Source: an optimization exercise on an open RTL-to-GDS flow (aim: small area). Production flows keep margins and buffers that such runs may drop. Function was checked by simulation only, so behaviour that the tests miss may differ from the original. Power is estimated from default activity; no workload was simulated.

`design/flow/config.mk`:
```
export PLATFORM = sky130hd
export DESIGN_NAME = PCC_4op
export DESIGN_NICKNAME = PCC_4op
export VERILOG_FILES = /design/flow/design.v
export SDC_FILE = /design/flow/constraint.sdc
export NUM_CORES = 4
export LEC_CHECK = 0
export CAP_MARGIN = 0
export CORE_MARGIN = 2
export CORE_UTILIZATION = 40
export SLEW_MARGIN = 0
export SYNTH_HIERARCHICAL = 1
```
`design/flow/constraint.sdc`:
```
create_clock -name core_clock -period 4.0 [get_ports {clk}]
set_input_delay 0.8000 -clock core_clock [delete_from_list [all_inputs] [get_ports {clk}]]
set_output_delay 0.8000 -clock core_clock [all_outputs]
set_load 0.01 [all_outputs]
```
`design/flow/design.v`:
```
`timescale 1ns / 10ps
module PCC_4op
#(
parameter	LOCAL_Y	=	4'b0010,
parameter	LOCAL_X	=	4'b0001,
parameter	DATAW		=	66,
parameter	PORTS		=	4,
parameter   OUT_PORTS	=	4,
parameter	CONNECTIONW	=	16,
parameter	ADDRYX		=	8,
parameter	FWCTRLW		=	1,
parameter	BWCTRLW		=	3
)
(
input				clk,
input				reset,
input	[DATAW-1:0]	PCC_ip_data_i0,		PCC_ip_data_i1,		PCC_ip_data_i2,		PCC_ip_data_i3,	 
input				PCC_ip_stb_i0,		PCC_ip_stb_i1,		PCC_ip_stb_i2,		PCC_ip_stb_i3,	
input				PCC_ip_fwd_i0,		PCC_ip_fwd_i1,		PCC_ip_fwd_i2,		PCC_ip_fwd_i3,	    	
input				PCC_op_fail_i0,		PCC_op_fail_i1,		PCC_op_fail_i2,		PCC_op_fail_i3,	
input				PCC_op_pack_i0,		PCC_op_pack_i1,		PCC_op_pack_i2,		PCC_op_pack_i3,	
input				PCC_op_suspend_i0,	PCC_op_suspend_i1,	PCC_op_suspend_i2,	PCC_op_suspend_i3,	
input				PCC_op_cancel_i0,	PCC_op_cancel_i1,	PCC_op_cancel_i2,	PCC_op_cancel_i3,	
output	[DATAW-1:0]	PCC_op_data_o0,		PCC_op_data_o1,		PCC_op_data_o2,		PCC_op_data_o3,	
output				PCC_op_stb_o0,		PCC_op_stb_o1,		PCC_op_stb_o2,		PCC_op_stb_o3,	
output				PCC_op_fwd_o0,		PCC_op_fwd_o1,		PCC_op_fwd_o2,		PCC_op_fwd_o3,	
output				PCC_ip_fail_o0,		PCC_ip_fail_o1,		PCC_ip_fail_o2,		PCC_ip_fail_o3,	 
output				PCC_ip_pack_o0,		PCC_ip_pack_o1,		PCC_ip_pack_o2,		PCC_ip_pack_o3,	
output				PCC_ip_suspend_o0,	PCC_ip_suspend_o1,	PCC_ip_suspend_o2,	PCC_ip_suspend_o3,	
output				PCC_ip_cancel_o0,	PCC_ip_cancel_o1,	PCC_ip_cancel_o2,	PCC_ip_cancel_o3
);
localparam [2:0] S_IDLE  = 3'd1, S_PRE  = 3'd2, S_LOCK  = 3'd0,
                 S_FAIL2 = 3'd5, S_REQ1 = 3'd4, S_REQ2 = 3'd6,
                 S_FAIL1 = 3'd3;
wire nr = ~reset;
wire [DATAW-1:0] din [0:3];
assign din[0] = PCC_ip_data_i0;
assign din[1] = PCC_ip_data_i1;
assign din[2] = PCC_ip_data_i2;
assign din[3] = PCC_ip_data_i3;
wire [3:0] stb_i   = {PCC_ip_stb_i3, PCC_ip_stb_i2, PCC_ip_stb_i1, PCC_ip_stb_i0};
wire [3:0] fwd_i   = {PCC_ip_fwd_i3, PCC_ip_fwd_i2, PCC_ip_fwd_i1, PCC_ip_fwd_i0};
wire [3:0] ofail_i = {PCC_op_fail_i3, PCC_op_fail_i2, PCC_op_fail_i1, PCC_op_fail_i0};
wire [3:0] opack_i = {PCC_op_pack_i3, PCC_op_pack_i2, PCC_op_pack_i1, PCC_op_pack_i0};
wire [3:0] osusp_i = {PCC_op_suspend_i3, PCC_op_suspend_i2, PCC_op_suspend_i1, PCC_op_suspend_i0};
wire [3:0] ocanc_i = {PCC_op_cancel_i3, PCC_op_cancel_i2, PCC_op_cancel_i1, PCC_op_cancel_i0};
reg  [15:0] conn;
reg  [4*DATAW-1:0] odata;
reg  [3:0]  ostb, ofwd, ofail, ocanc, osusp, opack;
reg  [3:0]  ipack, isusp, icanc, iskip;
wire [3:0]  ifail;
reg  [11:0] ics;
reg  [7:0]  act;
reg  [3:0]  loc;
reg  [3:0]  sel_d1, sel_d2;          
reg         chg;                     
reg  [3:0]  dest_r;
reg  [1:0]  dir;                     
reg         ybr;                     
wire [15:0] cs_ = conn & {16{nr}};
wire [3:0] occ = {|cs_[15:12], |cs_[11:8], |cs_[7:4], |cs_[3:0]};
wire [3:0] bw_pack, bw_susp, bw_canc;
genvar j, k;
generate
for (j = 0; j < 4; j = j + 1) begin : g_out
    wire [DATAW-1:0] xd, xn, tn;
    PCC_xb3 u_xb3 (.a(din[0]), .b(din[1]), .c(din[2]),
                   .sa(cs_[4*j]), .sb(cs_[4*j+1]), .sc(cs_[4*j+2]), .yn(xn));
    PCC_xn2 u_xn2 (.a(din[3]), .s(cs_[4*j+3]), .yn(tn));
    PCC_xb1 u_xb1 (.an(xn), .bn(tn), .y(xd));
    always @(posedge clk) begin
        odata[DATAW*j+:DATAW] <= xd;
        ofwd[j]  <= |(cs_[4*j+:4] & fwd_i);
        ostb[j]  <= occ[j];
        ofail[j] <= ofail_i[j];
        opack[j] <= opack_i[j];
        osusp[j] <= osusp_i[j];
        ocanc[j] <= ocanc_i[j] & ~xd[DATAW-1] & xd[DATAW-2];
    end
end
for (k = 0; k < 4; k = k + 1) begin : g_bw
    wire [3:0] col = {cs_[12+k], cs_[8+k], cs_[4+k], cs_[k]};
    assign bw_pack[k] = |(col & opack);
    assign bw_susp[k] = |(col & osusp);
    assign bw_canc[k] = |(col & ocanc);
end
endgenerate
wire [3:0] ireq;
generate
for (k = 0; k < 4; k = k + 1) begin : g_req
    assign ireq[k] = ics[3*k+:3] == S_REQ1 || ics[3*k+:3] == S_REQ2;
end
endgenerate
wire [3:0] sel = ireq[0] ? 4'b0001 : ireq[3] ? 4'b1000 :
                 ireq[1] ? 4'b0010 : ireq[2] ? 4'b0100 : 4'b0000;
wire any_sel = |ireq;
wire [1:0] s_act = ({2{sel[0]}} & act[1:0]) | ({2{sel[1]}} & act[3:2])
                 | ({2{sel[2]}} & act[5:4]) | ({2{sel[3]}} & act[7:6]);
wire s_loc = |(sel & loc);
always @(posedge clk) begin
    sel_d1 <= sel & {4{nr}};
    sel_d2 <= sel_d1 & {4{nr}};
    chg    <= nr & (sel_d1 != sel_d2);
    dest_r <= {any_sel & (dir == 2'b11), any_sel & (dir == 2'b10), any_sel & (dir == 2'b01), s_loc};
    if (reset) begin
        dir <= 2'b00; ybr <= 1'b0;
    end else if (s_act == 2'b11) begin
        dir <= {ybr, 1'b1}; ybr <= 1'b1;
    end else if (s_act != 2'b00) begin
        dir <= s_act;
    end
end
wire [3:0] src = sel_d2;
wire [3:0] freed = dest_r & ~occ;
wire anyfree = |freed;
wire [3:0] first = {freed[3] & ~|freed[2:0], freed[2] & ~|freed[1:0], freed[1] & ~freed[0], freed[0]};
wire [3:0] grant = (chg & anyfree) ? src : 4'b0;
wire [3:0] deny  = ((chg & ~anyfree) ? src : 4'b0)
                 | (ofail[0] ? cs_[3:0]   : 4'b0) | (ofail[1] ? cs_[7:4]   : 4'b0)
                 | (ofail[2] ? cs_[11:8]  : 4'b0) | (ofail[3] ? cs_[15:12] : 4'b0);
generate
for (j = 0; j < 4; j = j + 1) begin : g_conn_j
    for (k = 0; k < 4; k = k + 1) begin : g_conn_k
        always @(posedge clk)
            conn[4*j+k] <= nr & stb_i[k] &
                ((conn[4*j+k] & ~(ocanc[j] | ofail[j])) | (chg & src[k] & first[j]));
    end
end
endgenerate
function [1:0] xcls;    
    input [3:0] x;
    xcls = {x != LOCAL_X && x != 4'd0, x == LOCAL_X};
endfunction
function [15:0] cw_table;
    input dummy;
    integer i;
    reg [3:0] d;
    begin
        for (i = 0; i < 16; i = i + 1) begin
            d = i - LOCAL_Y;
            cw_table[i] = (LOCAL_X == 4'd1 && d <= 4'd8 && d != 4'd0) ||
                          (LOCAL_X == 4'd2 && d <= 4'd4 && d != 4'd0);
        end
    end
endfunction
localparam [15:0] CW_TAB = cw_table(1'b0);
function [1:0] ycls;    
    input [3:0] y;
    ycls = {CW_TAB[y], y == LOCAL_Y};
endfunction
generate
for (k = 0; k < 4; k = k + 1) begin : g_in
    wire [DATAW-1:0] d = din[k];
    wire stb = stb_i[k];
    wire [2:0] cs = ics[3*k+:3];
    wire mc2 = d[DATAW-3];
    wire check_pot = d[DATAW-1:DATAW-2] == 2'b10 &&
        ((mc2 && d[11:8] == LOCAL_Y && |d[15:12]) ||
         (!mc2 && d[11:8] == LOCAL_X && d[15:12] == LOCAL_Y && |d[23:16]));
    reg [2:0] ns;
    always @(*) begin
        case (cs)
        S_IDLE: ns = (stb && d[DATAW-1]) ? S_REQ1 : S_IDLE;
        S_REQ1: ns = !stb ? S_IDLE : deny[k] ? S_FAIL1 : grant[k] ? S_PRE : S_REQ1;
        S_REQ2: ns = !stb ? S_IDLE : deny[k] ? S_FAIL1 : grant[k] ? S_PRE : S_REQ2;
        S_PRE:  ns = !stb ? S_IDLE : deny[k] ? S_FAIL1 :
                     !bw_pack[k] ? S_PRE : (!check_pot || iskip[k]) ? S_LOCK : S_REQ2;
        S_LOCK: ns = !stb ? S_IDLE : deny[k] ? S_FAIL1 : bw_canc[k] ? S_IDLE : S_LOCK;
        S_FAIL1, S_FAIL2: ns = !stb ? S_IDLE : S_FAIL2;
        default: ns = S_IDLE;
        endcase
    end
    assign ifail[k] = cs == S_FAIL1;
    wire ld1 = ns == S_REQ1;
    wire ld2 = ns == S_REQ2;
    wire [1:0] xn = ld1 ? xcls(d[11:8]) : xcls(d[19:16]);
    wire [1:0] xo = {act[2*k+1] & act[2*k], act[2*k+1] ^ act[2*k]};
    wire [1:0] xc = mc2 ? xo : xn;
    wire [1:0] yc = !mc2 ? (ld2 ? ycls(d[23:20]) : ycls(d[15:12]))
                         : (ld2 ? ycls(d[15:12]) : ycls(d[11:8]));
    always @(posedge clk) begin
        ics[3*k+:3] <= reset ? S_IDLE : ns;
        iskip[k] <= nr & stb & (ld2 | iskip[k]);
        ipack[k] <= bw_pack[k];
        isusp[k] <= bw_susp[k];
        icanc[k] <= bw_canc[k];
        if (!nr || !(ld1 || ld2))
            act[2*k+:2] <= 2'b00;
        else if (xc[1])
            act[2*k+:2] <= 2'b11;
        else if (xc[0])
            act[2*k+:2] <= (k == 1 || ((k == 0 || k == 3) && yc[1])) ? 2'b10 : 2'b01;
        else
            act[2*k+:2] <= 2'b00;
        loc[k] <= xc[0] & yc[0];
    end
end
endgenerate
assign PCC_op_data_o0 = odata[DATAW*0+:DATAW];
assign PCC_op_data_o1 = odata[DATAW*1+:DATAW];
assign PCC_op_data_o2 = odata[DATAW*2+:DATAW];
assign PCC_op_data_o3 = odata[DATAW*3+:DATAW];
assign {PCC_op_stb_o3, PCC_op_stb_o2, PCC_op_stb_o1, PCC_op_stb_o0} = ostb;
assign {PCC_op_fwd_o3, PCC_op_fwd_o2, PCC_op_fwd_o1, PCC_op_fwd_o0} = ofwd;
assign {PCC_ip_fail_o3, PCC_ip_fail_o2, PCC_ip_fail_o1, PCC_ip_fail_o0} = ifail;
assign {PCC_ip_pack_o3, PCC_ip_pack_o2, PCC_ip_pack_o1, PCC_ip_pack_o0} = ipack;
assign {PCC_ip_suspend_o3, PCC_ip_suspend_o2, PCC_ip_suspend_o1, PCC_ip_suspend_o0} = isusp;
assign {PCC_ip_cancel_o3, PCC_ip_cancel_o2, PCC_ip_cancel_o1, PCC_ip_cancel_o0} = icanc;
endmodule
module PCC_xb3 (input [65:0] a, b, c, input sa, sb, sc, output [65:0] yn);
assign yn = ~(({66{sa}} & a) | ({66{sb}} & b) | ({66{sc}} & c));
endmodule
module PCC_xn2 (input [65:0] a, input s, output [65:0] yn);
assign yn = ~({66{s}} & a);
endmodule
module PCC_xb1 (input [65:0] an, bn, output [65:0] y);
assign y = ~(an & bn);
endmodule
```
`design/flow/flow/run.sh`:
```
#!/bin/bash
# Standard ORFS layout, with the smallest buffer for the port buffers and
# a coarser clock tree without dummy loads.
set -euo pipefail
bash standard.sh \
  "BUFFER_PORTS_ARGS=-buffer_cell sky130_fd_sc_hd__buf_1" \
  "CTS_ARGS=-sink_clustering_enable -repair_clock_nets -dont_use_dummy_load -sink_clustering_size 14 -sink_clustering_max_diameter 60 -buf_list {sky130_fd_sc_hd__clkbuf_8}" \
  finish > flow_make.log 2>&1
```
`design/flow/standard.sh`:
```
#!/bin/bash
# synth_recipe.tcl (not shown) runs the flow's synth.tcl, then flattens the netlist and writes it again
# the make line also repeats each setting of config.mk as NAME=value (left out here)
make -C /OpenROAD-flow-scripts/flow DESIGN_CONFIG=/design/flow/config.mk WORK_HOME=/design/flow/orfs CLKGATE_MAP_FILE= SYNTH_SCRIPT=/design/flow/synth_recipe.tcl "${@:-finish}"
```
==> impl_metrics.csv, run 1 <==
group,metric,value,unit
run_status,status,"complete, no violations",
global_routing,grt_max_degree,69,
timing,tightest_slew,1210,ps
power_and_ir_drop,vdd_drop_max,0.192,mV
synthesis,synth_seq_cells,360,
die,start_util,40.3,%
synthesis,synthSimpleGateAreaFrac,21.6,%
worst_setup_path,path_class,"register to register",
drt,drt-vias-per-instance,6.30,
die,placementRows,72,
worst_setup_path,cp_max_fo,6,
timing,maxSlewViolCount,0,
timing,maxSlewHeadroom,19.3,%
worst_setup_path,crit_slowest_cell,"nor4_1",
timing,min_period,3070,ps
synthesis,synth_top_area_share,46.6,%
synthesis,synthCells,1743,
flow_run,maxCapViolCount,0,
power_and_ir_drop,powerDensity,332,nW/um2
placement,numPortBuffers,577,
global_routing,grt_pass1_vias,16600,
timing,finalWorstSetupSlack,927,ps
drt,initialDrtViolationCount,3507,
final_layout,drive_gt1_share,4.99,%
timing,setup_tns,0,ps
global_routing,grt_pass1_wl,107,mm
synthesis,ys.flop_type,"dfxtp_1",
final_layout,fin_cells,2789,
die,dieArea,40300,um2
worst_setup_path,cp_common_cell,"mux2i_1",
timing,grt_setup_unrepaired,"false",
synthesis,synth-compound-area-share,24.4,%
worst_setup_path,startpoint_type,"register",
final_layout,fin_nets,2560,
final_layout,fin_util,48.2,%
placement,pre_cts_slack,534,ps
synthesis,synth_edf_count,0,
clock_network,ctsRootBufferMaster,"clkbuf_8",
synthesis,synthMuxAreaShare,0.857,%
synthesis,synth_area_leader_cell,"dfxtp_1",
final_layout,regArea,7210,um2
clock_network,ctsResizeCount,0,
synthesis,yosysUniqueCellTypes,71,
worst_setup_path,endpoint_kind,"register",
power_and_ir_drop,leakage,7.42,nW
die,io_pins,578,
timing,fmax,325,MHz
placement,place_area,18000,um2
die,core_area,38400,um2
synthesis,synthTopCellsByArea,"dfxtp_1 (47%), a222oi_1 (17%), nand2_1 (14%), a22oi_1 (2.5%), nor2_1 (2.1%)",
drt,drc,0,
timing,setup_viol_count_final,0,
drt,routed_wl,72.7,mm
clock_network,ctsLongestPathBuffers,3,
placement,routabilityCongestion,1.00,
die,dieHeight,201,um
synthesis,yosysWarnings,7,
synthesis,synth.avg_cell_area,8.88,um2
final_layout,final_area,18500,um2
placement,dp_cells,2744,
drt,num_vias,17600,
clock_network,postCtsHoldBufs,0,
clock_network,cts_sinks,360,
drt,wl_per_cell,26.1,um
die,fp.dieW,201,um
clock_network,htreeDepth,2,
synthesis,synthAdderAreaFrac,0.323,%
synthesis,synth_xor_area_share,0.623,%
synthesis,syn_nets,2037,
drt,dr.pass1.iters,17,
min_path,hp-class,"input port to register",
placement,dp.final_hpwl,49.3,mm
final_layout,multi_input_area,7510,um2
synthesis,synth_top_family_by_area,"compound AO/OA/AOI/OAI gates",
final_layout,num-fill-cells,3896,
clock_network,clkLatencyLatePin,620,ps
drt,ant_nets,0,
synthesis,ys_seq_area_share,46.6,%
synthesis,syn_area,15500,um2
synthesis,async_flop_share,0,%
worst_setup_path,path_cells,"nor4_1, o21ai_1, and4_1, buf_4, a21oi_1, o2111ai_2, a211oi_4, mux2i_1, mux2i_1, o2bb2ai_1",
final_layout,syn2layout_area_growth,19.5,%
timing,skew,47.1,ps
global_routing,track_usage,34.5,%
clock_network,cts_tree,"built",
worst_setup_path,critical_path_arrival,3550,ps
clock_network,clk_pin_slew,80,ps
clock_network,cts_buffers,38,
timing,fin_crit_sh,76.8,%
power_and_ir_drop,p_total,6.14,mW
global_routing,antenna_found_initial,6,
timing,finalHoldViolations,0,
clock_network,post-cts-setup-buffers,0,
timing,holdWs,295,ps
global_routing,grt.overflow.total,0,
worst_setup_path,critPathRequiredTime,4470,ps
worst_setup_path,cpPeakStageDelay,570,ps
## critical path: cells and delay by family (launching register included)
| kind | cells | cell delay, ps |
|---|---|---|
| buffers and inverters | 1 | 180 |
| AOI/OAI and AO/OA | 5 | 1180 |
| muxes | 2 | 350 |
| DFF | 1 | 380 |
| and+or+nand+nor | 2 | 890 |
## registers in the layout (all words and copies together) (netlist names)
name	flops
act	8
chg	1
conn	16
dest_r	4
dir	2
icanc	4
ics	12
ipack	4
iskip	4
isusp	4
loc	4
ocanc	4
odata	264
ofail	4
ofwd	4
opack	4
ostb	4
osusp	4
sel_d1	4
sel_d2	4
ybr	1
## path summary, 6_finish.rpt
path | from | end | slack (ps) | cells after the start
max | conn[4]$_DFF_P_ | act[7]$_SDFF_PP0_ | 930 | 10
min | PCC_op_pack_i1 | opack[1]$_DFF_P_ | 290 | 1
max reg2reg | conn[4]$_DFF_P_ | act[7]$_SDFF_PP0_ | 930 | 10
min reg2reg | dir[1]$_SDFFE_PP0P_ | dest_r[2]$_DFF_P_ | 460 | 2
## layout make-up
type | count | share of cell area, %
timing repair buffer | 615 | 13.8
tap | 518 | 3.50
antenna | 7 | 0.0947
clock buffer | 38 | 2.83
inverter | 9 | 0.183
multi-input combinational | 1242 | 40.6
sequential | 360 | 39.0
## power breakdown
| group | switching [mW] | internal [mW] | leakage (nW) |
|---|---|---|---|
| logic | 0.293 | 0.116 | 4.24 |
| clock network | 1.26 | 0.849 | 0.273 |
| registers | 0.0202 | 3.59 | 2.90 |
| total | 1.58 | 4.56 | 7.42 |
## per-layer routing
metal	GRT usage (%)	wire length [um]	part of all wire, %	up-vias
met2	56.0	33600	46	1447
met5	0	0	0	-
met1	42.8	26100	36	8234
li1	-	-	-	7646
met4	17.4	4090	5.6	0
met3	8.18	8960	12	246
## modules after synthesis (local to each module, per instance)
module / cells / times used / cell area [um2]
PCC_xb1: 66 / 4 / 248
PCC_xb3: 87 / 4 / 801
PCC_xn2: 73 / 4 / 295
PCC_4op: 839 / 1 / 10100
## synthesized netlist by cell type (10+ instances only)
| cell type | instances |
|---|---|
| nor2_1 | 85 |
| xnor2_1 | 11 |
| nor2b_1 | 25 |
| buf_2 | 36 |
| mux2i_1 | 11 |
| a222oi_1 | 264 |
| nand3_1 | 10 |
| nand2_1 | 574 |
| nor4_1 | 11 |
| clkbuf_1 | 41 |
| nor3_1 | 28 |
| dfxtp_1 | 360 |
| a22oi_1 | 52 |
| buf_4 | 28 |
| a21oi_1 | 38 |
| buf_6 | 26 |
## cell usage in the layout (no fill, tap or decap), types with 4 or more instances in the layout
master	instances
nor3_1	28
and3_1	4
nor2_1	85
nor2b_1	9
nor2b_4	16
nor4_1	11
a222oi_1	264
nand2_1	574
inv_1	9
a21oi_1	38
xnor2_1	11
buf_4	30
nand2b_1	6
a22oi_1	52
diode_2	7
mux2i_1	11
dfxtp_1	360
o21ai_0	9
ha_1	4
a311oi_1	5
nand3b_1	7
nand3_1	10
a211oi_1	7
clkbuf_8	38
a31oi_1	6
nor4b_1	5
or2_2	6
buf_1	576
buf_12	8
or4_1	4
and2_1	4
## kinds of logic (layout without fill, tap and decap cells)
kind of cell | count (synthesis) | in the layout
XOR/XNOR | 11 | 11
adder cells (fa/ha/maj) | 4 | 4
AND/OR/NAND/NOR | 792 | 792
other | 0 | 7
flip-flops | 360 | 360
multiplexers | 13 | 13
buffers and inverters | 141 | 662
AO/OA/AOI/OAI | 422 | 422
==> run 2, diff against run 1 <==
==> design/flow/flow/run.sh (replaced) <==
#!/bin/bash
# Standard ORFS layout, with the smallest buffer for the port buffers and
# a coarser clock tree without dummy loads.
set -euo pipefail
bash standard.sh \
  "BUFFER_PORTS_ARGS=-buffer_cell sky130_fd_sc_hd__buf_1" \
  "CTS_ARGS=-sink_clustering_enable -repair_clock_nets -dont_use_dummy_load -sink_clustering_size 18 -sink_clustering_max_diameter 70 -buf_list {sky130_fd_sc_hd__clkbuf_8}" \
  RECOVER_POWER=100 \
  finish > flow_make.log 2>&1
==> impl_metrics.csv, run 2 <==
group,metric,value,unit
synthesis,syn_nets,2037,
synthesis,yosysUniqueCellTypes,71,
clock_network,clk_pin_slew,110,ps
placement,routabilityCongestion,1.00,
final_layout,final_area,18300,um2
synthesis,synth_edf_count,0,
worst_setup_path,critical_path_arrival,4010,ps
timing,fmax,288,MHz
drt,wl_per_cell,26.2,um
worst_setup_path,reg2reg_depth,4,
worst_setup_path,crit_family,"buffers and inverters",
final_layout,drive_gt1_share,4.16,%
global_routing,track_usage,34.2,%
timing,maxSlewHeadroom,-43.6,%
timing,holdWs,249,ps
worst_setup_path,path_class,"input port to register",
worst_setup_path,cp_common_cell,"clkbuf_1",
power_and_ir_drop,power_frac_comb,6.9,%
synthesis,syn_area,15500,um2
power_and_ir_drop,leakage,7.34,nW
die,start_util,40.3,%
synthesis,synth_top_area_share,46.6,%
drt,ant_nets,0,
clock_network,cts_sinks,360,
synthesis,synth_xor_area_share,0.623,%
run_status,violations,"capacitance limit, slew limit",
clock_network,ctsRootBufferMaster,"clkbuf_8",
worst_setup_path,r2r-start,"conn[12]$_DFF_P_",
die,placementRows,72,
worst_setup_path,rrSetupSlack,750,ps
worst_setup_path,crit_end,"odata[198]$_DFF_P_",
synthesis,async_flop_share,0,%
synthesis,synthMuxAreaShare,0.857,%
synthesis,synthSimpleGateAreaFrac,21.6,%
synthesis,ys_seq_area_share,46.6,%
power_and_ir_drop,power_frac_clock,32.1,%
clock_network,cts_tree,"built",
synthesis,synthCells,1743,
worst_setup_path,reg2reg_to,"odata[218]$_DFF_P_",
die,dieHeight,201,um
power_and_ir_drop,p_seq_share,61.0,%
worst_setup_path,path_cells,"clkbuf_1, buf_4, nor2b_1, clkbuf_1, a222oi_1, nand2_1",
clock_network,postCtsHoldBufs,0,
clock_network,post-cts-setup-buffers,0,
synthesis,synth_top_family_by_area,"compound AO/OA/AOI/OAI gates",
die,core_area,38400,um2
timing,tightest_slew,2150,ps
placement,dp.final_hpwl,49.3,mm
final_layout,layout_common_cells,"nand2_1 (574), buf_1 (569), dfxtp_1 (360)",
worst_setup_path,startpoint_type,"input port",
timing,grt_setup_unrepaired,"false",
worst_setup_path,critPathRequiredTime,4540,ps
final_layout,layout_commonest_cell,"nand2_1",
final_layout,fin_nets,2553,
power_and_ir_drop,p_sw_share,25.8,%
global_routing,grt_pass1_wl,107,mm
worst_setup_path,cpPeakStageDelay,1120,ps
power_and_ir_drop,p_int,4.40,mW
timing,maxSlewViolCount,203,
clock_network,clkLatencyLatePin,670,ps
worst_setup_path,crit_buf_inv,3,
final_layout,reg_top3,"odata: 264 flops, conn: 16 flops, ics: 12 flops",
power_and_ir_drop,switchingPower,1.53,mW
placement,dp_cells,2744,
global_routing,grt.overflow.total,0,
global_routing,top_usage_layer,"met2",
timing,setup_tns,0,ps
timing,finalWorstSetupSlack,532,ps
power_and_ir_drop,vdd_drop_max,0.225,mV
global_routing,grt_util_met3,6.35,%
timing,min_period,3470,ps
flow_run,maxCapViolCount,4,
final_layout,fin_cells,2780,
synthesis,synthAdderAreaFrac,0.323,%
synthesis,synth.avg_cell_area,8.88,um2
final_layout,regMostFlops,"odata",
global_routing,grtUsageMet1,43.1,%
clock_network,htreeDepth,1,
synthesis,synth_area_leader_cell,"dfxtp_1",
synthesis,synth-compound-area-share,24.4,%
worst_setup_path,crit_cells,6,
placement,place_area,18000,um2
synthesis,yosysMostFrequentCell,"nand2_1",
die,io_pins,578,
run_status,status,"failed layout checks",
die,fp.dieW,201,um
power_and_ir_drop,powerDensity,323,nW/um2
global_routing,met2_usage,56.2,%
worst_setup_path,endpoint_kind,"register",
drt,dr.pass1.iters,17,
synthesis,synth_seq_cells,360,
global_routing,antenna_found_initial,6,
global_routing,grt_max_degree,69,
clock_network,cts_buffers,31,
placement,pre_cts_slack,534,ps
global_routing,grt_pass1_vias,16600,
timing,skew,53.8,ps
clock_network,ctsLongestPathBuffers,3,
clock_network,ctsResizeCount,0,
final_layout,syn2layout_area_growth,18.3,%
worst_setup_path,crit_slowest_cell,"clkbuf_1",
synthesis,ys.flop_type,"dfxtp_1",
die,dieArea,40300,um2
drt,initialDrtViolationCount,3546,
timing,finalHoldViolations,0,
drt,drc,0,
timing,setup_viol_count_final,0,
drt,routed_wl,72.8,mm
drt,num_vias,17600,
synthesis,yosysWarnings,7,
placement,numPortBuffers,577,
worst_setup_path,crit_start,"reset",
timing,fin_crit_sh,86.7,%
final_layout,largest_reg_flops,264,
min_path,hp-class,"input port to register",
synthesis,synthTopCellsByArea,"dfxtp_1 (47%), a222oi_1 (17%), nand2_1 (14%), a22oi_1 (2.5%), nor2_1 (2.1%)",
synthesis,synth_common_cells,"nand2_1 (574), dfxtp_1 (360), a222oi_1 (264), nor2_1 (85), a22oi_1 (52)",
worst_setup_path,cp_max_fo,27,
drt,drt-vias-per-instance,6.32,
[run 2: cell count changes in the layout (fill, tap and decap cells not counted), sizes merged]
cell / before / now
clkbuf: 39 / 47
buf: 614 / 599
diode: 7 / 5
[run 2: metrics by stage]
step / total power, mW / utilization (%)
2_1_floorplan: 3.79 / -
3_3_place_gp: 4.08 / 46.8
3_5_place_dp: 4.09 / 46.8
4_1_cts: 5.94 / 47.9
5_1_grt: 6.11 / 47.7
6_report: 5.92 / 47.7
[run 2: how the worst min path moves through the flow]
stage / cells after the start / end / startpoint
2_1_floorplan: 1 / dest_r[2]$_DFF_P_ / dir[0]$_SDFFE_PP0P_
3_3_place_gp: 1 / dest_r[2]$_DFF_P_ / dir[0]$_SDFFE_PP0P_
3_5_place_dp: 2 / dest_r[2]$_DFF_P_ / dir[1]$_SDFFE_PP0P_
4_1_cts: 1 / opack[1]$_DFF_P_ / PCC_op_pack_i1
5_1_grt: 1 / ofail[1]$_DFF_P_ / PCC_op_fail_i1
6_report: 1 / opack[1]$_DFF_P_ / PCC_op_pack_i1
[run 2: power by group through the flow]
| stage | Clock [mW] | Combinational [mW] | Sequential, mW |
|---|---|---|---|
| 4_1_cts | 1.93 | 0.395 | 3.61 |
| 5_1_grt | 2.06 | 0.432 | 3.62 |
| 2_1_floorplan | 0 | 0.101 | 3.69 |
| 3_5_place_dp | 0 | 0.392 | 3.70 |
| 6_report | 1.90 | 0.407 | 3.61 |
| 3_3_place_gp | 0 | 0.386 | 3.70 |
[run 2: final cells by class]
cell class	instances	area (um2)
Fill cell	3927	20100
Multi-Input combinational cell	1242	7450
Sequential cell	360	7210
Timing Repair Buffer	615	2530
Tap cell	518	648
Clock buffer	31	427
Inverter	9	33.8
Antenna cell	5	12.5
[run 2: logic make-up (layout without fill, tap and decap cells)]
family	Yosys count	count (layout)
AOI/OAI and AO/OA	422	422
xor gates and xnor gates	11	11
adders and majority gates	4	4
buffers and inverters	141	655
DFF	360	360
muxes	13	13
other	0	5
and+or+nand+nor	792	792
[run 2: worst reg2reg max path, stage by stage (launching register included)]
cell	delay, ps
dfxtp_1	480
nor2b_2	1630
clkbuf_2	730
a222oi_1	230
nand2_1	120
[run 2: routing by layer]
metal,vias to the layer above,wire [um]
met3,252,8930
met5,-,0
met2,1461,33700
met1,8232,26000
li1,7631,-
met4,0,4150
[run 2: Yosys stat by module, one instance, submodules excluded]
module | cells inside | copies in the design
PCC_xn2 | 73 | 4
PCC_xb3 | 87 | 4
PCC_xb1 | 66 | 4
PCC_4op | 839 | 1
==> run 3, diff against run 2 <==
--- a/design/flow/design.v
+++ b/design/flow/design.v
@@ -102,10 +102,10 @@
     sel_d2 <= sel_d1 & {4{nr}};
     chg    <= nr & (sel_d1 != sel_d2);
-    dest_r <= {any_sel & (dir == 2'b11), any_sel & (dir == 2'b10), any_sel & (dir == 2'b01), s_loc};
+    dest_r <= {any_sel & (dir == 2'b01), any_sel & (dir == 2'b11), any_sel & (dir == 2'b10), s_loc};
     if (reset) begin
         dir <= 2'b00; ybr <= 1'b0;
-    end else if (s_act == 2'b11) begin
-        dir <= {ybr, 1'b1}; ybr <= 1'b1;
-    end else if (s_act != 2'b00) begin
+    end else if (s_act == 2'b01) begin
+        dir <= {~ybr, ybr}; ybr <= 1'b1;
+    end else if (s_act[1]) begin
         dir <= s_act;
     end
@@ -175,5 +175,5 @@
     wire ld2 = ns == S_REQ2;
     wire [1:0] xn = ld1 ? xcls(d[11:8]) : xcls(d[19:16]);
-    wire [1:0] xo = {act[2*k+1] & act[2*k], act[2*k+1] ^ act[2*k]};
+    wire [1:0] xo = {~act[2*k+1] & act[2*k], act[2*k+1]};
     wire [1:0] xc = mc2 ? xo : xn;
     wire [1:0] yc = !mc2 ? (ld2 ? ycls(d[23:20]) : ycls(d[15:12]))
@@ -188,7 +188,7 @@
             act[2*k+:2] <= 2'b00;
         else if (xc[1])
-            act[2*k+:2] <= 2'b11;
+            act[2*k+:2] <= 2'b01;
         else if (xc[0])
-            act[2*k+:2] <= (k == 1 || ((k == 0 || k == 3) && yc[1])) ? 2'b10 : 2'b01;
+            act[2*k+:2] <= (k == 1 || ((k == 0 || k == 3) && yc[1])) ? 2'b11 : 2'b10;
         else
             act[2*k+:2] <= 2'b00;
==> design/flow/flow/run.sh (replaced) <==
#!/bin/bash
# Standard ORFS layout, with the smallest buffer for the port buffers and
# a coarser clock tree without dummy loads.
set -euo pipefail
bash standard.sh \
  "BUFFER_PORTS_ARGS=-buffer_cell sky130_fd_sc_hd__buf_1" \
  "CTS_ARGS=-sink_clustering_enable -repair_clock_nets -dont_use_dummy_load -sink_clustering_size 14 -sink_clustering_max_diameter 60 -buf_list {sky130_fd_sc_hd__clkbuf_8}" \
  finish > flow_make.log 2>&1
--- a/design/flow/config.mk
+++ b/design/flow/config.mk
@@ -7,4 +7,5 @@
 export LEC_CHECK = 0
 export CAP_MARGIN = 0
+export CELL_PAD_IN_SITES_DETAIL_PLACEMENT = 1
 export CORE_MARGIN = 2
 export CORE_UTILIZATION = 40
==> impl_metrics.csv, run 3 <==
group,metric,value,unit
final_layout,drive_gt1_share,4.69,%
power_and_ir_drop,vdd_drop_max,0.251,mV
power_and_ir_drop,powerDensity,334,nW/um2
timing,maxSlewViolCount,0,
die,core_area,37800,um2
synthesis,synthTopCellsByArea,"dfxtp_1 (47%), a222oi_1 (17%), nand2_1 (14%), a22oi_1 (2.1%), buf_6 (1.9%)",
flow_run,maxCapViolCount,0,
global_routing,grt_util_met3,8.94,%
timing,fin_crit_sh,79.6,%
clock_network,clkLatencyLatePin,630,ps
synthesis,async_flop_share,0,%
synthesis,synth.avg_cell_area,8.85,um2
die,io_pins,578,
placement,dp_cells,2733,
worst_setup_path,reg2reg_to,"act[0]$_SDFF_PP0_",
global_routing,grt_max_degree,69,
global_routing,track_usage,37.4,%
drt,drc,0,
final_layout,fin_nets,2550,
drt,routed_wl,77.7,mm
die,start_util,40.7,%
drt,wl_per_cell,28.0,um
final_layout,fin_cells,2771,
die,dieArea,40000,um2
global_routing,grt.overflow.total,0,
timing,fmax,314,MHz
timing,min_period,3190,ps
synthesis,synth_area_leader_cell,"dfxtp_1",
global_routing,grt_pass1_wl,112,mm
timing,setup_tns,0,ps
worst_setup_path,critical_path_arrival,3680,ps
synthesis,synthCells,1734,
global_routing,met2_usage,59.3,%
worst_setup_path,startpoint_type,"register",
worst_setup_path,r2r-start,"conn[8]$_DFF_P_",
timing,skew,42.5,ps
worst_setup_path,crit_cells,9,
clock_network,post-cts-setup-buffers,0,
synthesis,yosysUniqueCellTypes,68,
worst_setup_path,path_cells,"nor4_1, o21ai_0, nand4_2, o21ai_0, a21boi_0, nor3b_4, mux2i_1, mux2i_1, a22o_1",
timing,grt_setup_unrepaired,"false",
synthesis,syn_nets,2024,
run_status,status,"complete, no violations",
global_routing,grt_pass1_vias,18100,
min_path,hp-class,"input port to register",
final_layout,layout_commonest_cell,"buf_1",
clock_network,htreeDepth,2,
final_layout,largest_reg_flops,264,
synthesis,synth_seq_cells,360,
placement,routabilityCongestion,1.01,
drt,dr.pass1.iters,14,
power_and_ir_drop,leakage,7.35,nW
final_layout,reg_top3,"odata: 264 flops, conn: 16 flops, ics: 12 flops",
worst_setup_path,crit_start,"conn[8]$_DFF_P_",
clock_network,postCtsHoldBufs,0,
worst_setup_path,crit_family,"simple AND/OR/NAND/NOR gates",
placement,dp.final_hpwl,54.6,mm
final_layout,layout_common_cells,"buf_1 (576), nand2_1 (574), dfxtp_1 (360)",
worst_setup_path,crit_buf_inv,0,
synthesis,ys.flop_type,"dfxtp_1",
worst_setup_path,endpoint_kind,"register",
timing,setup_viol_count_final,0,
worst_setup_path,crit_end,"act[0]$_SDFF_PP0_",
drt,num_vias,17700,
clock_network,cts_tree,"built",
drt,initialDrtViolationCount,3014,
global_routing,antenna_found_initial,3,
synthesis,yosysWarnings,7,
clock_network,cts_sinks,360,
synthesis,synth_common_cells,"nand2_1 (574), dfxtp_1 (360), a222oi_1 (264), nor2_1 (72), a21oi_1 (46)",
worst_setup_path,critPathRequiredTime,4490,ps
timing,maxSlewHeadroom,12.0,%
global_routing,grtUsageMet1,44.7,%
clock_network,ctsResizeCount,0,
timing,tightest_slew,1320,ps
die,fp.dieW,200,um
clock_network,clk_pin_slew,90,ps
synthesis,synth_top_area_share,46.9,%
clock_network,ctsRootBufferMaster,"clkbuf_8",
final_layout,syn2layout_area_growth,19.2,%
worst_setup_path,reg2reg_depth,9,
synthesis,syn_area,15400,um2
placement,numPortBuffers,577,
synthesis,synth_edf_count,0,
synthesis,ys_seq_area_share,46.9,%
die,dieHeight,200,um
drt,drt-vias-per-instance,6.40,
die,placementRows,71,
worst_setup_path,cpPeakStageDelay,670,ps
drt,ant_nets,0,
clock_network,ctsLongestPathBuffers,3,
final_layout,regMostFlops,"odata",
synthesis,yosysMostFrequentCell,"nand2_1",
clock_network,cts_buffers,36,
global_routing,top_usage_layer,"met2",
worst_setup_path,path_class,"register to register",
worst_setup_path,crit_slowest_cell,"nor4_1",
worst_setup_path,rrSetupSlack,810,ps
timing,finalHoldViolations,0,
worst_setup_path,cp_max_fo,10,
[run 3: cell count changes after synthesis, sizes merged, moves of 6 or more]
cell    change
a21oi       +6
nor2       -13
nand2b      +7
o21ai      +10
a22oi       -9
inv         +7
[run 3: cells by family (layout without fill, tap and decap cells)]
kind of cell           count (synthesis)  count (layout)  share of synthesized area, %
AND/OR/NAND/NOR                      782             782                          21.6
AO/OA/AOI/OAI                        423             423                          24.1
flip-flops                           360             360                          46.9
buffers and inverters                143             667                          5.75
multiplexers                          16              16                          1.06
XOR/XNOR                              10              10                         0.570
other                                  0               2                             0
[run 3: cell type report]
type	count	area (um2)
fill	4746	19400
multi-input combinational	1231	7380
sequential	360	7210
timing repair buffer	615	2510
tap	511	639
clock buffer	36	495
inverter	16	60.1
antenna	2	5.00
[run 3: metal layers]
metal / vias up / share of wire (%) / wire length (um)
met5: - / 0.017 / 13
met3: 310 / 11 / 8460
met4: 2 / 7.1 / 5530
li1: 7588 / - / -
met2: 1301 / 46 / 35400
met1: 8535 / 36 / 28300
[run 3: power breakdown]
| group | leakage [nW] | switching (mW) | internal [mW] |
|---|---|---|---|
| Clock | 0.259 | 1.28 | 0.807 |
| Combinational | 4.19 | 0.306 | 0.112 |
| Sequential | 2.90 | 0.0209 | 3.59 |
[run 3: Yosys stat by module (local to each module, per instance)]
module / cells inside / area [um2] / flops+latches
PCC_xn2: 73 / 295 / 0
PCC_xb1: 66 / 248 / 0
PCC_xb3: 87 / 801 / 0
PCC_4op: 830 / 9980 / 360
[run 3: worst min path at each step]
stage / from / cells after the start / slack, ps / end
after global placement: iskip[3]$_DFF_P_ / 2 / 430 / iskip[3]$_DFF_P_
after detailed placement: iskip[3]$_DFF_P_ / 2 / 440 / iskip[3]$_DFF_P_
after CTS: PCC_op_suspend_i1 / 1 / 240 / osusp[1]$_DFF_P_
after global routing: PCC_op_suspend_i0 / 1 / 260 / osusp[0]$_DFF_P_
final: PCC_op_suspend_i1 / 1 / 280 / osusp[1]$_DFF_P_
after floorplan: dir[0]$_SDFFE_PP0P_ / 1 / 420 / dest_r[1]$_DFF_P_
[run 3: through the flow]
stage	hold WS, ps	area, um2	worst slack [ps]	utilization [%]	power [mW]
finish	276	18300	814	48.5	6.12
global route	260	18300	641	48.5	6.29
CTS	239	18300	844	48.5	6.12
detailed placement	435	17800	650	47.2	4.09
global placement	429	17800	767	47.2	4.08
floorplan	416	15400	1140	-	3.78
==> run 4, diff against run 3 <==
--- a/design/flow/config.mk
+++ b/design/flow/config.mk
@@ -9,5 +9,5 @@
 export CELL_PAD_IN_SITES_DETAIL_PLACEMENT = 1
 export CORE_MARGIN = 2
-export CORE_UTILIZATION = 40
+export CORE_UTILIZATION = 60
 export SLEW_MARGIN = 0
 export SYNTH_HIERARCHICAL = 1
==> impl_metrics.csv, run 4 <==
group,metric,value,unit
placement,routabilityCongestion,1.06,
synthesis,synth_edf_count,0,
synthesis,synth_seq_cells,360,
die,dieHeight,164,um
synthesis,yosysUniqueCellTypes,68,
synthesis,synthTopCellsByArea,"dfxtp_1 (47%), a222oi_1 (17%), nand2_1 (14%), a22oi_1 (2.1%), buf_6 (1.9%)",
placement,numPortBuffers,577,
die,io_pins,578,
synthesis,syn_nets,2024,
die,placementRows,58,
run_status,error_line,"[ERROR DPL-0033] detailed placement checks failed during check placement.",
synthesis,async_flop_share,0,%
synthesis,yosysWarnings,7,
synthesis,synth.avg_cell_area,8.85,um2
synthesis,syn_area,15400,um2
run_status,haltStage,"detailed placement",
synthesis,ys_seq_area_share,46.9,%
die,fp.dieW,164,um
synthesis,synth_top_area_share,46.9,%
synthesis,synth_common_cells,"nand2_1 (574), dfxtp_1 (360), a222oi_1 (264), nor2_1 (72), a21oi_1 (46)",
synthesis,yosysMostFrequentCell,"nand2_1",
synthesis,synthCells,1734,
placement,dp.final_hpwl,71.1,mm
run_status,status,"did not finish",
synthesis,synth_area_leader_cell,"dfxtp_1",
synthesis,ys.flop_type,"dfxtp_1",
die,start_util,61.0,%
## run 4: cell counts after synthesis
Identical to the previous run, type by type.
## run 4: Yosys stat by module, one instance, submodules excluded
module / cell area, um2 / flops+latches / cells inside
PCC_xb1: 248 / 0 / 66
PCC_xb3: 801 / 0 / 87
PCC_xn2: 295 / 0 / 73
PCC_4op: 9980 / 360 / 830
## run 4: cells by family after synthesis
logic type / synth area share, %
AND/OR/NAND/NOR: 21.6
AO/OA/AOI/OAI: 24.1
flip-flops: 46.9
buffers and inverters: 5.75
multiplexers: 1.06
XOR/XNOR: 0.570
## run 4: worst max-delay path by stage
| stage | start | end | slack (ps) | cells past startpoint |
|---|---|---|---|---|
| after floorplan | PCC_ip_data_i3[63] | act[6]$_SDFF_PP0_ | 1140 | 10 |
| after global placement | PCC_ip_data_i0[65] | act[0]$_SDFF_PP0_ | 770 | 10 |
## run 4: metrics by stage
stage | cell area, um2 | setup slack (ps) | power, mW
floorplan | 15400 | 1140 | 3.78
global placement | 17600 | 767 | 4.07
## run 4: power by group through the flow
stage | registers [mW] | logic (mW) | clock network, mW
global placement | 3.70 | 0.369 | 0
floorplan | 3.69 | 0.0921 | 0
==> run 5, diff against run 4 <==
--- a/design/flow/config.mk
+++ b/design/flow/config.mk
@@ -7,7 +7,6 @@
 export LEC_CHECK = 0
 export CAP_MARGIN = 0
-export CELL_PAD_IN_SITES_DETAIL_PLACEMENT = 1
 export CORE_MARGIN = 2
-export CORE_UTILIZATION = 60
+export CORE_UTILIZATION = 40
 export SLEW_MARGIN = 0
 export SYNTH_HIERARCHICAL = 1
==> impl_metrics.csv, run 5 <==
group,metric,value,unit
synthesis,syn_nets,2024,
timing,maxSlewHeadroom,12.5,%
final_layout,multi_input_area,7380,um2
synthesis,synth_common_cells,"nand2_1 (574), dfxtp_1 (360), a222oi_1 (264), nor2_1 (72), a21oi_1 (46)",
clock_network,htreeDepth,2,
synthesis,ys.flop_type,"dfxtp_1",
drt,dr.pass1.iters,12,
final_layout,regMostFlops,"odata",
final_layout,reg_top3,"odata: 264 flops, conn: 16 flops, ics: 12 flops",
worst_setup_path,startpoint_type,"register",
power_and_ir_drop,powerDensity,333,nW/um2
worst_setup_path,critPathRequiredTime,4490,ps
worst_setup_path,path_class,"register to register",
clock_network,post-cts-setup-buffers,0,
timing,fin_crit_sh,83.5,%
synthesis,yosysMostFrequentCell,"nand2_1",
worst_setup_path,cp_max_fo,10,
timing,min_period,3340,ps
worst_setup_path,crit_start,"conn[8]$_DFF_P_",
power_and_ir_drop,vdd_drop_max,0.248,mV
worst_setup_path,cpPeakStageDelay,780,ps
die,placementRows,71,
clock_network,ctsResizeCount,0,
timing,setup_viol_count_final,0,
run_status,status,"complete, no violations",
placement,pre_cts_slack,657,ps
drt,initialDrtViolationCount,3491,
synthesis,synth_seq_cells,360,
global_routing,grt_pass1_wl,106,mm
min_path,hp-class,"input port to register",
synthesis,async_flop_share,0,%
clock_network,cts_sinks,360,
synthesis,yosysWarnings,7,
power_and_ir_drop,leakage,7.35,nW
final_layout,fin_cells,2772,
die,core_area,37800,um2
final_layout,regArea,7210,um2
timing,tightest_slew,1310,ps
worst_setup_path,endpoint_kind,"register",
timing,grt_setup_unrepaired,"false",
drt,drt-vias-per-instance,6.35,
synthesis,synth_area_leader_cell,"dfxtp_1",
global_routing,track_usage,35.2,%
worst_setup_path,critical_path_arrival,3830,ps
placement,dp_cells,2733,
synthesis,synth.avg_cell_area,8.85,um2
final_layout,drive_gt1_share,4.69,%
global_routing,antenna_found_initial,6,
timing,skew,41.0,ps
timing,fmax,299,MHz
synthesis,yosysUniqueCellTypes,68,
timing,finalWorstSetupSlack,659,ps
final_layout,syn2layout_area_growth,19.2,%
die,io_pins,578,
clock_network,cts_tree,"built",
final_layout,layout_commonest_cell,"buf_1",
placement,routabilityCongestion,1.01,
clock_network,cts_buffers,36,
placement,numPortBuffers,577,
die,start_util,40.7,%
drt,ant_nets,0,
power_and_ir_drop,p_total,6.09,mW
final_layout,layout_common_cells,"buf_1 (576), nand2_1 (574), dfxtp_1 (360)",
final_layout,num-fill-cells,3855,
timing,maxSlewViolCount,0,
global_routing,grt_max_degree,69,
drt,wl_per_cell,26.7,um
final_layout,largest_reg_flops,264,
drt,drc,0,
worst_setup_path,crit_slowest_cell,"nor4_1",
global_routing,grt_pass1_vias,16600,
min_path,hold_path.startpoint,"PCC_op_pack_i3",
clock_network,clkLatencyLatePin,610,ps
flow_run,maxCapViolCount,0,
placement,dp.final_hpwl,51.0,mm
timing,finalHoldViolations,0,
die,dieArea,40000,um2
synthesis,synthCells,1734,
clock_network,clk_pin_slew,80,ps
synthesis,syn_area,15400,um2
drt,num_vias,17600,
drt,routed_wl,74.0,mm
die,fp.dieW,200,um
clock_network,postCtsHoldBufs,0,
worst_setup_path,path_cells,"nor4_1, o21ai_0, nand4_2, o21ai_0, a21boi_0, nor3b_4, mux2i_1, mux2i_1, a22o_1",
synthesis,synth_top_area_share,46.9,%
synthesis,synthTopCellsByArea,"dfxtp_1 (47%), a222oi_1 (17%), nand2_1 (14%), a22oi_1 (2.1%), buf_6 (1.9%)",
die,dieHeight,200,um
clock_network,ctsRootBufferMaster,"clkbuf_8",
global_routing,grt.overflow.total,0,
final_layout,fin_nets,2550,
synthesis,synth_edf_count,0,
synthesis,ys_seq_area_share,46.9,%
clock_network,ctsLongestPathBuffers,3,
timing,holdWs,276,ps
worst_setup_path,r2r-start,"conn[8]$_DFF_P_",
timing,setup_tns,0,ps
[run 5: cell counts after synthesis]
Identical to the previous run, type by type.
[run 5: per-layer routing]
metal	GRT usage, %	vias to the layer above	wire (um)
li1	-	7603	-
met1	43.5	8192	26300
met2	56.0	1535	33800
met3	9.14	256	9470
met4	19.5	6	4380
met5	0	-	36
[run 5: stage by stage]
step,instance area (um2),utilization [%]
floorplan,15400,-
global placement,17800,47.2
detailed placement,17800,47.2
CTS,18300,48.5
global route,18300,48.5
finish,18300,48.5
[run 5: area by class of cell]
class                      instances  area share [%]
timing repair buffer             615            13.7
inverter                          16           0.328
tap                              511            3.49
clock buffer                      36            2.71
antenna                            3          0.0410
multi-input combinational       1231            40.3
sequential                       360            39.4
[run 5: kinds of logic after synthesis]
family / Yosys count / share of synthesized area [%]
and+or+nand+nor: 782 / 21.6
AOI/OAI and AO/OA: 423 / 24.1
DFF: 360 / 46.9
buffers and inverters: 143 / 5.75
muxes: 16 / 1.06
xor gates and xnor gates: 10 / 0.570
[run 5: path summary, 6_finish.rpt]
| path | end | slack (ps) | depth (start not counted) |
|---|---|---|---|
| max | act[0]$_SDFF_PP0_ | 660 | 9 |
| min | opack[3]$_DFF_P_ | 280 | 1 |
| max reg2reg | act[0]$_SDFF_PP0_ | 660 | 9 |
| min reg2reg | dest_r[1]$_DFF_P_ | 450 | 2 |
[run 5: where the power goes]
| group | internal (mW) | switching (mW) |
|---|---|---|
| Sequential | 3.59 | 0.0207 |
| Combinational | 0.112 | 0.298 |
| Clock | 0.807 | 1.26 |
| Total | 4.51 | 1.58 |
[run 5: per-module statistics from Yosys (local to each module, per instance)]
module | flip-flops and latches | times used | cells | area, um2
PCC_xb3 | 0 | 4 | 87 | 801
PCC_4op | 360 | 1 | 830 | 9980
PCC_xn2 | 0 | 4 | 73 | 295
PCC_xb1 | 0 | 4 | 66 | 248
[run 5: critical path, delay by kind of cell (launching register included)]
| family | cells | cell delay [ps] |
|---|---|---|
| AO/OA/AOI/OAI | 4 | 1020 |
| flip-flops | 1 | 390 |
| multiplexers | 2 | 310 |
| AND/OR/NAND/NOR | 3 | 1510 |
==> run 6, diff against run 5 <==
==> design/flow/flow/run.sh (replaced) <==
#!/bin/bash
# Standard ORFS layout, with the smallest buffer for the port buffers and
# a coarser clock tree without dummy loads.
set -euo pipefail
bash standard.sh \
  "BUFFER_PORTS_ARGS=-buffer_cell sky130_fd_sc_hd__buf_1" \
  "CTS_ARGS=-sink_clustering_enable -repair_clock_nets -dont_use_dummy_load -sink_clustering_size 8 -sink_clustering_max_diameter 40 -buf_list {sky130_fd_sc_hd__clkbuf_4 sky130_fd_sc_hd__clkbuf_8} -sink_clustering_buffer sky130_fd_sc_hd__clkbuf_4" \
  finish > flow_make.log 2>&1
--- a/design/flow/config.mk
+++ b/design/flow/config.mk
@@ -7,4 +7,5 @@
 export LEC_CHECK = 0
 export CAP_MARGIN = 0
+export CELL_PAD_IN_SITES_DETAIL_PLACEMENT = 1
 export CORE_MARGIN = 2
 export CORE_UTILIZATION = 40
==> impl_metrics.csv, run 6 <==
group,metric,value,unit
worst_setup_path,crit_buf_inv,0,
timing,grt_setup_unrepaired,"false",
final_layout,regMostFlops,"odata",
power_and_ir_drop,p_sw_share,26.7,%
timing,maxSlewViolCount,0,
synthesis,synth_seq_cells,360,
placement,pre_cts_slack,650,ps
global_routing,met2_usage,59.9,%
die,placementRows,71,
run_status,status,"complete, no violations",
timing,finalWorstSetupSlack,866,ps
clock_network,ctsLongestPathBuffers,3,
timing,maxSlewHeadroom,13.8,%
synthesis,synth_common_cells,"nand2_1 (574), dfxtp_1 (360), a222oi_1 (264), nor2_1 (72), a21oi_1 (46)",
die,core_area,37800,um2
synthesis,ys_seq_area_share,46.9,%
worst_setup_path,cpPeakStageDelay,660,ps
worst_setup_path,critical_path_arrival,3630,ps
drt,drc,0,
placement,dp_cells,2733,
clock_network,cts_sinks,360,
power_and_ir_drop,power_frac_clock,35.3,%
global_routing,track_usage,37.7,%
global_routing,grt.overflow.total,0,
synthesis,yosysUniqueCellTypes,68,
clock_network,htreeDepth,3,
final_layout,fin_nets,2580,
global_routing,grt_util_met3,9.51,%
synthesis,synth_top_area_share,46.9,%
synthesis,synthTopCellsByArea,"dfxtp_1 (47%), a222oi_1 (17%), nand2_1 (14%), a22oi_1 (2.1%), buf_6 (1.9%)",
drt,drt-vias-per-instance,6.40,
global_routing,top_usage_layer,"met2",
final_layout,fin_cells,2803,
final_layout,reg_top3,"odata: 264 flops, conn: 16 flops, ics: 12 flops",
synthesis,syn_nets,2024,
drt,wl_per_cell,28.0,um
power_and_ir_drop,vdd_drop_max,0.205,mV
synthesis,yosysWarnings,7,
placement,dp.final_hpwl,54.6,mm
timing,setup_viol_count_final,0,
drt,routed_wl,78.4,mm
power_and_ir_drop,powerDensity,339,nW/um2
final_layout,layout_commonest_cell,"buf_1",
final_layout,syn2layout_area_growth,19.6,%
worst_setup_path,critPathRequiredTime,4500,ps
worst_setup_path,crit_family,"simple AND/OR/NAND/NOR gates",
synthesis,ys.flop_type,"dfxtp_1",
placement,numPortBuffers,577,
drt,ant_nets,0,
die,io_pins,578,
timing,skew,55.6,ps
placement,routabilityCongestion,1.01,
final_layout,largest_reg_flops,264,
worst_setup_path,crit_slowest_cell,"nor4_1",
die,start_util,40.7,%
drt,initialDrtViolationCount,3159,
flow_run,maxCapViolCount,0,
global_routing,grtUsageMet1,44.9,%
power_and_ir_drop,p_seq_share,58.0,%
synthesis,synth_edf_count,0,
global_routing,grt_pass1_vias,18400,
timing,finalHoldViolations,0,
synthesis,yosysMostFrequentCell,"nand2_1",
power_and_ir_drop,power_frac_comb,6.7,%
synthesis,synth.avg_cell_area,8.85,um2
clock_network,clk_pin_slew,90,ps
worst_setup_path,path_cells,"nor4_1, o21ai_0, nand4_2, o21ai_0, a21boi_0, nor3b_4, mux2i_1, mux2i_1, a22o_1",
final_layout,final_area,18400,um2
power_and_ir_drop,p_total,6.24,mW
die,fp.dieW,200,um
worst_setup_path,path_class,"register to register",
final_layout,layout_common_cells,"buf_1 (576), nand2_1 (574), dfxtp_1 (360)",
min_path,hp-class,"input port to register",
worst_setup_path,endpoint_kind,"register",
worst_setup_path,startpoint_type,"register",
drt,dr.pass1.iters,15,
timing,tightest_slew,1290,ps
synthesis,synth_area_leader_cell,"dfxtp_1",
timing,fmax,319,MHz
die,dieArea,40000,um2
placement,place_area,17800,um2
clock_network,clkLatencyLatePin,610,ps
clock_network,postCtsHoldBufs,0,
clock_network,ctsRootBufferMaster,"clkbuf_8",
global_routing,grt_pass1_wl,113,mm
power_and_ir_drop,switchingPower,1.67,mW
power_and_ir_drop,p_int,4.57,mW
power_and_ir_drop,leakage,7.42,nW
synthesis,async_flop_share,0,%
global_routing,antenna_found_initial,4,
worst_setup_path,cp_max_fo,10,
die,dieHeight,200,um
final_layout,drive_gt1_share,5.94,%
drt,num_vias,17900,
timing,fin_crit_sh,78.3,%
timing,min_period,3130,ps
clock_network,ctsResizeCount,0,
clock_network,post-cts-setup-buffers,0,
global_routing,grt_max_degree,69,
clock_network,cts_tree,"built",
synthesis,syn_area,15400,um2
synthesis,synthCells,1734,
timing,setup_tns,0,ps
clock_network,cts_buffers,66,
run 6: final timing paths:
check | start | end | slack, ps | depth (start not counted)
worst min-delay path | PCC_op_suspend_i1 | osusp[1]$_DFF_P_ | 280 | 1
worst min register to register | dir[0]$_SDFFE_PP0P_ | dest_r[1]$_DFF_P_ | 430 | 1
worst max-delay path | conn[8]$_DFF_P_ | act[0]$_SDFF_PP0_ | 870 | 9
worst max register to register | conn[8]$_DFF_P_ | act[0]$_SDFF_PP0_ | 870 | 9
run 6: worst register-to-register path: cells and delay by family (launching register included):
kind	cells	cell delay, ps
simple gates	3	1340
compound gates	4	980
flops	1	400
mux	2	310
run 6: layout make-up:
class	count	area (um2)
repair buffers	615	2510
fillers	4749	19400
clock buffers	66	552
well taps	511	639
inverters	16	60.1
flip-flops and latches	360	7210
multi-input cells	1231	7380
diodes	4	10.0
run 6: through the flow:
step / util, % / hold slack, ps
floorplan: - / 416
global placement: 47.2 / 429
detailed placement: 47.2 / 435
CTS: 48.6 / 251
global route: 48.6 / 255
finish: 48.6 / 280
run 6: kinds of logic (layout without fill, tap and decap cells):
| family | after synthesis | count (layout) | synth area share, % |
|---|---|---|---|
| mux | 16 | 16 | 1.06 |
| simple gates | 782 | 782 | 21.6 |
| flops | 360 | 360 | 46.9 |
| compound gates | 423 | 423 | 24.1 |
| other cells | 0 | 4 | 0 |
| xor+xnor | 10 | 10 | 0.570 |
| buf+inv | 143 | 697 | 5.75 |
run 6: per-layer routing:
layer  share of wire (%)  wire length, um
met4                 6.6             5170
met3                  12             9270
met5               0.077               60
met2                  46            35800
met1                  36            28000
run 6: modules after synthesis (local to each module, per instance):
| module | cells | times used |
|---|---|---|
| PCC_xb3 | 87 | 4 |
| PCC_4op | 830 | 1 |
| PCC_xb1 | 66 | 4 |
| PCC_xn2 | 73 | 4 |
run 6: power by group through the flow:
stage          Combinational (mW)  Clock (mW)  Sequential [mW]
4_1_cts                     0.400        2.23             3.61
3_3_place_gp                0.383           0             3.70
2_1_floorplan              0.0921           0             3.69
5_1_grt                     0.441        2.38             3.62
6_report                    0.417        2.20             3.61
3_5_place_dp                0.398           0             3.70
==> run 7, diff against run 6 <==
--- a/design/flow/design.v
+++ b/design/flow/design.v
@@ -53,5 +53,5 @@
 reg  [7:0]  act;
 reg  [3:0]  loc;
-reg  [3:0]  sel_d1, sel_d2;          
+reg  [2:0]  sel_d1, sel_d2;          
 reg         chg;                     
 reg  [3:0]  dest_r;
@@ -99,7 +99,7 @@
 wire s_loc = |(sel & loc);
 always @(posedge clk) begin
-    sel_d1 <= sel & {4{nr}};
-    sel_d2 <= sel_d1 & {4{nr}};
-    chg    <= nr & (sel_d1 != sel_d2);
+    sel_d1 <= {nr & any_sel, ~ireq[0] & (ireq[3] | ~ireq[1]), ~ireq[0] & (ireq[3] | ireq[1])};
+    sel_d2 <= {nr & sel_d1[2], sel_d1[1:0]};
+    chg    <= nr & (sel_d1[2] != sel_d2[2] || (sel_d1[2] && sel_d1[1:0] != sel_d2[1:0]));
     dest_r <= {any_sel & (dir == 2'b01), any_sel & (dir == 2'b11), any_sel & (dir == 2'b10), s_loc};
     if (reset) begin
@@ -111,5 +111,5 @@
     end
 end
-wire [3:0] src = sel_d2;
+wire [3:0] src = {4{sel_d2[2]}} & (4'b0001 << sel_d2[1:0]);
 wire [3:0] freed = dest_r & ~occ;
 wire anyfree = |freed;
==> impl_metrics.csv, run 7 <==
group,metric,value,unit
global_routing,grt_pass1_vias,18200,
final_layout,syn2layout_area_growth,18.5,%
worst_setup_path,path_cells,"buf_1, or4bb_1, a2111oi_1, a41oi_1, a211oi_2, nor3_1, a211oi_1",
drt,routed_wl,76.5,mm
flow_run,maxCapViolCount,0,
power_and_ir_drop,leakage,7.34,nW
synthesis,ys_seq_area_share,46.6,%
worst_setup_path,r2r-start,"conn[0]$_DFF_P_",
clock_network,clkLatencyLatePin,660,ps
global_routing,grt.overflow.total,0,
synthesis,yosysUniqueCellTypes,69,
die,placementRows,71,
global_routing,grt_max_degree,69,
synthesis,synth_area_leader_cell,"dfxtp_1",
placement,routabilityCongestion,0.963,
synthesis,synth_seq_cells,358,
power_and_ir_drop,power_frac_comb,6.9,%
clock_network,post-cts-setup-buffers,0,
drt,ant_nets,0,
timing,fmax,368,MHz
final_layout,reg_top3,"odata: 264 flops, conn: 16 flops, ics: 12 flops",
final_layout,drive_gt1_share,5.55,%
drt,initialDrtViolationCount,3213,
final_layout,layout_commonest_cell,"nand2_1",
worst_setup_path,cpPeakStageDelay,560,ps
die,start_util,40.7,%
final_layout,fin_nets,2561,
die,fp.dieW,200,um
die,core_area,37800,um2
power_and_ir_drop,powerDensity,330,nW/um2
global_routing,grt_pass1_wl,113,mm
final_layout,largest_reg_flops,264,
worst_setup_path,rrSetupSlack,1320,ps
worst_setup_path,endpoint_kind,"register",
power_and_ir_drop,p_sw_share,26.7,%
synthesis,synthCells,1733,
min_path,hold_path.startpoint,"PCC_op_fail_i0",
clock_network,htreeDepth,2,
synthesis,synth_top_area_share,46.6,%
clock_network,ctsLongestPathBuffers,3,
clock_network,clk_pin_slew,90,ps
clock_network,cts_sinks,358,
placement,pre_cts_slack,643,ps
worst_setup_path,cp_max_fo,8,
power_and_ir_drop,power_frac_clock,33.4,%
synthesis,ys.flop_type,"dfxtp_1",
final_layout,regMostFlops,"odata",
run_status,status,"complete, no violations",
power_and_ir_drop,p_total,6.02,mW
die,dieHeight,200,um
worst_setup_path,reg2reg_to,"act[6]$_SDFF_PP0_",
power_and_ir_drop,vdd_drop_max,0.188,mV
synthesis,async_flop_share,0,%
worst_setup_path,crit_slowest_cell,"a2111oi_1",
timing,tightest_slew,1160,ps
worst_setup_path,reg2reg_depth,8,
drt,drt-vias-per-instance,6.47,
timing,setup_tns,0,ps
final_layout,layout_common_cells,"nand2_1 (577), buf_1 (576), dfxtp_1 (358)",
drt,wl_per_cell,27.5,um
worst_setup_path,critical_path_arrival,3260,ps
timing,grt_setup_unrepaired,"false",
synthesis,yosysMostFrequentCell,"nand2_1",
worst_setup_path,critPathRequiredTime,4550,ps
synthesis,synth_common_cells,"nand2_1 (577), dfxtp_1 (358), a222oi_1 (264), nor2_1 (76), a22oi_1 (48)",
power_and_ir_drop,switchingPower,1.60,mW
placement,dp.final_hpwl,52.5,mm
timing,maxSlewHeadroom,22.7,%
timing,skew,85.0,ps
clock_network,cts_tree,"built",
placement,numPortBuffers,577,
power_and_ir_drop,p_int,4.41,mW
timing,holdWs,266,ps
clock_network,ctsResizeCount,0,
synthesis,syn_nets,2023,
clock_network,ctsRootBufferMaster,"clkbuf_8",
clock_network,cts_buffers,58,
timing,setup_viol_count_final,0,
timing,maxSlewViolCount,0,
worst_setup_path,path_class,"input port to register",
drt,dr.pass1.iters,13,
synthesis,synthTopCellsByArea,"dfxtp_1 (47%), a222oi_1 (17%), nand2_1 (14%), a22oi_1 (2.3%), nor2_1 (1.9%)",
final_layout,fin_util,48.3,%
drt,num_vias,18000,
synthesis,syn_area,15400,um2
die,io_pins,578,
min_path,hp-class,"input port to register",
timing,finalHoldViolations,0,
global_routing,antenna_found_initial,8,
power_and_ir_drop,p_seq_share,59.7,%
min_path,hold_path_depth,1,
clock_network,postCtsHoldBufs,0,
drt,drc,0,
synthesis,yosysWarnings,7,
timing,finalWorstSetupSlack,1290,ps
global_routing,track_usage,36.5,%
synthesis,synth_edf_count,0,
min_path,whs_endpoint,"ofail[0]$_DFF_P_",
synthesis,synth.avg_cell_area,8.88,um2
timing,fin_crit_sh,67.9,%
timing,min_period,2710,ps
die,dieArea,40000,um2
worst_setup_path,startpoint_type,"input port",
## run 7: cell count changes in the layout (fill, tap and decap cells not counted), moves of 5 or more
cell / previous run / this run
nand2b_1: 13 / 8
a31oi_1: 3 / 11
a21oi_1: 46 / 28
o21ai_1: 2 / 7
inv_1: 16 / 10
nor3_1: 23 / 33
o21ai_0: 20 / 11
mux2i_1: 14 / 5
a221oi_1: 3 / 8
nor2b_1: 7 / 15
buf_4: 33 / 27
nor4_1: 12 / 6
a22oi_1: 43 / 48
## run 7: worst max-delay path: cells and delay by family
family / cells / cell delay [ps]
buffers and inverters: 1 / 390
AO/OA/AOI/OAI: 4 / 1440
AND/OR/NAND/NOR: 2 / 630
## run 7: worst max path at each step
stage	slack, ps	depth (start not counted)	start	endpoint
5_1_grt	1080	8	reset	act[6]$_SDFF_PP0_
4_1_cts	1340	7	PCC_ip_data_i1[65]	loc[1]$_DFF_P_
2_1_floorplan	1440	8	PCC_ip_data_i3[12]	act[6]$_SDFF_PP0_
3_5_place_dp	640	7	PCC_ip_data_i1[65]	loc[1]$_DFF_P_
6_report	1290	7	PCC_ip_data_i1[65]	loc[1]$_DFF_P_
3_3_place_gp	690	7	PCC_ip_data_i1[65]	loc[1]$_DFF_P_
## run 7: cells by family after synthesis
family / share of synthesized area (%)
AND/OR/NAND/NOR: 21.9
AO/OA/AOI/OAI: 24.9
flip-flops: 46.6
buffers and inverters: 5.62
XOR/XNOR: 0.455
multiplexers: 0.472
## run 7: routing by layer
metal	up-vias	wire length (um)	GRT usage, %	share of wire [%]
li1	7667	-	-	-
met1	8697	27400	44.1	36
met2	1383	35600	58.8	47
met3	278	8620	8.46	11
met4	4	4850	23.3	6.3
met5	-	30	0	0.039
## run 7: Yosys stat by module, one instance, submodules excluded
module | cells | area [um2] | times used | flip-flops and latches
PCC_xb3 | 87 | 801 | 4 | 0
PCC_4op | 829 | 10000 | 1 | 358
PCC_xb1 | 66 | 248 | 4 | 0
PCC_xn2 | 73 | 295 | 4 | 0
## run 7: area by class of cell
class,count,area (um2)
inverters,10,37.5
diodes,7,17.5
flip-flops and latches,358,7170
fillers,4775,19500
clock buffers,58,467
well taps,511,639
repair buffers,607,2430
multi-input cells,1236,7470
## run 7: through the flow
step                instance area, um2  cells
CTS                              18200   2780
detailed placement               17700   2722
global route                     18200   2784
finish                           18200   2787
global placement                 17700   2722
floorplan                        15400   1733
## run 7: power groups by stage
| stage | sequential (mW) | clock [mW] | combinational (mW) |
|---|---|---|---|
| floorplan | 3.67 | 0 | 0.0963 |
| global placement | 3.68 | 0 | 0.384 |
| detailed placement | 3.68 | 0 | 0.396 |
| CTS | 3.59 | 2.04 | 0.399 |
| global route | 3.60 | 2.20 | 0.440 |
| finish | 3.60 | 2.01 | 0.415 |

what the ideal ports hide:
The results above use ideal ports. As a check the final layouts listed here were re-extracted and re-timed, cells and wires unchanged.
Step 1 (the two cells are an assumption about what drives the block):
set clk [get_ports {clk}]
set_driving_cell -lib_cell sky130_fd_sc_hd__clkbuf_16 $clk
set_driving_cell -lib_cell sky130_fd_sc_hd__buf_2 [delete_from_list [all_inputs] $clk]
Step 2 moves the port delays by t, midway between the first and last clock arrival at a register: inputs arrive t later, outputs are due t later. That takes back most of the time a late clock gives input paths.
Three values: ideal, step 1, step 2; two values: the first two.
| run | t (ns) | slack for setup (ns) | worst data-port slew with drivers (ns) |
|---|---|---|---|
| run 1 | 0.647 | 0.927 / 0.927 / 0.416 | 0.13 |
| run 2 | 0.692 | 0.532 / 0.565 / -0.127 | 0.12 |
| run 3 | 0.658 | 0.814 / 0.814 / 0.613 | 0.12 |
| run 5 | 0.642 | 0.659 / 0.659 / 0.584 | 0.12 |
| run 6 | 0.637 | 0.866 / 0.866 / 0.606 | 0.15 |
| run 7 | 0.669 | 1.286 / 1.310 / 0.641 | 0.11 |
For run 2, which loses most, drivers alone change the setup slack by +0.033 ns; drivers and shift together by -0.659 ns.
